Background: an optimization exercise with open tools, aiming at small area, a short achievable clock period and few clock cycles per item. Do not read the settings as production practice.
In this exercise RTL edits were held to simulation tests only and were not proved equivalent to the original.

== main ==
==> flow/design.v (excerpt) <==
module multiplier(
  output [63:0] prod,
  output busy,
  input [31:0] mc,
  input [31:0] mp,
  input clk,
  input rst,
  input start);
Size: roughly 1400 cells after synthesis, about 160 flip-flops, ~0.013 sq mm of cells after synthesis.
clock: 4.0 ns
lec_check: 0
cap_margin: 20
core_margin: 2
core_utilization: 40
slew_margin: 20
run.sh (not shown) runs the stock make flow with config.mk's settings and CLKGATE_MAP_FILE= SYNTH_SCRIPT=/design/flow/synth_recipe.tcl, a recipe that flattens the netlist after the stock synthesis.
Testbench counts of main, summed over its fixed seeds: cycles 16,000, items 3,200.
--- input diff main..the feature branch ---
--- a/flow/design.v
+++ b/flow/design.v
@@ -8,37 +8,36 @@
   input start);
 reg [31:0] M, Q, S, C;
 reg [7:0] Ls, Lc;
 reg t, cl, busy_r;
 reg [1:0] cnt;
 reg [3:0] d_one, d_two, d_neg;
 wire fin = busy_r & (cnt == 2'd3);
-wire it = start | (busy_r & ~fin);
+wire it = busy_r;
 function [11:0] dec;
   input [8:0] b;
   integer k;
   reg [3:0] o, w, n;
   begin
     for (k = 0; k < 4; k = k + 1) begin
       o[k] = b[2*k+1] ^ b[2*k];
       w[k] = (b[2*k+2] & ~b[2*k+1] & ~b[2*k]) | (~b[2*k+2] & b[2*k+1] & b[2*k]);
       n[k] = b[2*k+2] & ~(b[2*k+1] & b[2*k]);
     end
     dec = {n, w, o};
   end
 endfunction
-wire [11:0] dec0 = dec({mp[7:0], 1'b0});
-wire [11:0] decn = dec(start ? mp[15:7] : Q[15:7]);
-wire [31:0] Me = start ? mc : M;
-wire [3:0] oe = start ? dec0[3:0] : d_one;
-wire [3:0] we = start ? dec0[7:4] : d_two;
-wire [3:0] ne = start ? dec0[11:8] : d_neg;
-wire [31:0] Se = start ? 32'd0 : S;
-wire [31:0] Ce = start ? 32'd0 : C;
-wire te = start | t;
+wire [11:0] decn = dec(start ? {mp[7:0], 1'b0} : Q[15:7]);
+wire [31:0] Me = M;
+wire [3:0] oe = d_one;
+wire [3:0] we = d_two;
+wire [3:0] ne = d_neg;
+wire [31:0] Se = S;
+wire [31:0] Ce = C;
+wire te = t;
 wire [32:0] Mx = {Me[31], Me};
 wire [33:0] Mx2 = {Mx, 1'b0};
 wire [32:0] x0 = ({33{oe[0]}} & Mx) | ({33{we[0]}} & Mx2[32:0]);
 wire [32:0] p0 = x0 ^ {33{ne[0]}};
 wire [33:0] pp0 = {~p0[32], p0};
 wire [32:0] x1 = ({33{oe[1]}} & Mx) | ({33{we[1]}} & Mx2[32:0]);
 wire [32:0] p1 = x1 ^ {33{ne[1]}};
@@ -321,23 +320,25 @@
 wire [39:0] F = Fx[40:1];
 wire c8 = F[8] ^ S[0] ^ C[0];
 always @(posedge clk) begin
   if (rst) busy_r <= 1'b0;
   else if (start) busy_r <= 1'b1;
   else if (fin) busy_r <= 1'b0;
   cnt <= start ? 2'd0 : cnt + 2'd1;
-  M <= Me;
-  if (start) Q <= {8'd0, mp[31:8]};
-  else if (busy_r) Q <= {F[7:0], Q[31:8]};
+  if (start) M <= mc;
+  if (start) Q <= mp;
+  else if (it) Q <= {F[7:0], Q[31:8]};
   d_one <= decn[3:0];
   d_two <= decn[7:4];
   d_neg <= decn[11:8];
-  S <= it ? R0[39:8] : F[39:8];
-  C <= it ? R1[39:8] : 32'd0;
-  t <= R0[40] | R1[40];
-  Ls <= R0[7:0];
-  Lc <= it ? R1[7:0] : 8'd0;
-  cl <= busy_r & ~fin & c8;
+  if (start | it) begin
+    S <= R0[39:8] & {32{~start}};
+    C <= R1[39:8] & {32{~start}};
+    t <= R0[40] | R1[40] | start;
+    Ls <= R0[7:0] & {8{~start}};
+    Lc <= R1[7:0] & {8{~start}};
+    cl <= c8 & ~start;
+  end
 end
 assign busy = busy_r;
-assign prod = {S, Q};
+assign prod = {F, Q[31:8]};
 endmodule
Results
From the logs: the feature branch reached the end of the flow and failed the layout checks with setup timing. Diff main -> the feature branch: global-route met3 utilization increased by 0.75 points relative to the old numbers; final clock period utilization by the worst path increased by 2.5 points relative to the old numbers; area added between synthesis and finish decreased by 2.0 points relative to the old numbers; total negative slack decreased by 0.065 ns relative to the old numbers. edfxtp_1 as the most common cell after layout, fill and taps aside was reported by the feature branch, and dfxtp_1 by main. The feature branch vs main: floorplan die width up in the feature branch.
Testbench counts of the feature branch, summed over its fixed seeds: cycles 16,000, items 3,200.

==> separate check: timing with driven ports <==
The results above use ideal ports. As a check the final layouts listed here were re-extracted and re-timed, cells and wires unchanged.
Step 1 assumes that a clkbuf_16 drives the clock port and a buf_2 every other input.
Step 2 times the ports against the registers' clock, not the clock port: input delays grow and output delays shrink by t, the midpoint of the rising clock arrivals with the driver on.
Three values: no drivers, after step 1, after step 2; two values: the first two.
run | shift t [ns] | slack for setup (ns) | worst setup path at the end
main | 0.496 | 0.073 / 0.103 / -0.393 | input to register
the feature branch | 0.482 | -0.027 / -0.076 / 0.407 | register to output
Met with ideal ports but missed after step 2: setup timing in main. The setup slack of main, which loses most, moves by +0.030 ns with the drivers and by -0.466 ns with both steps.
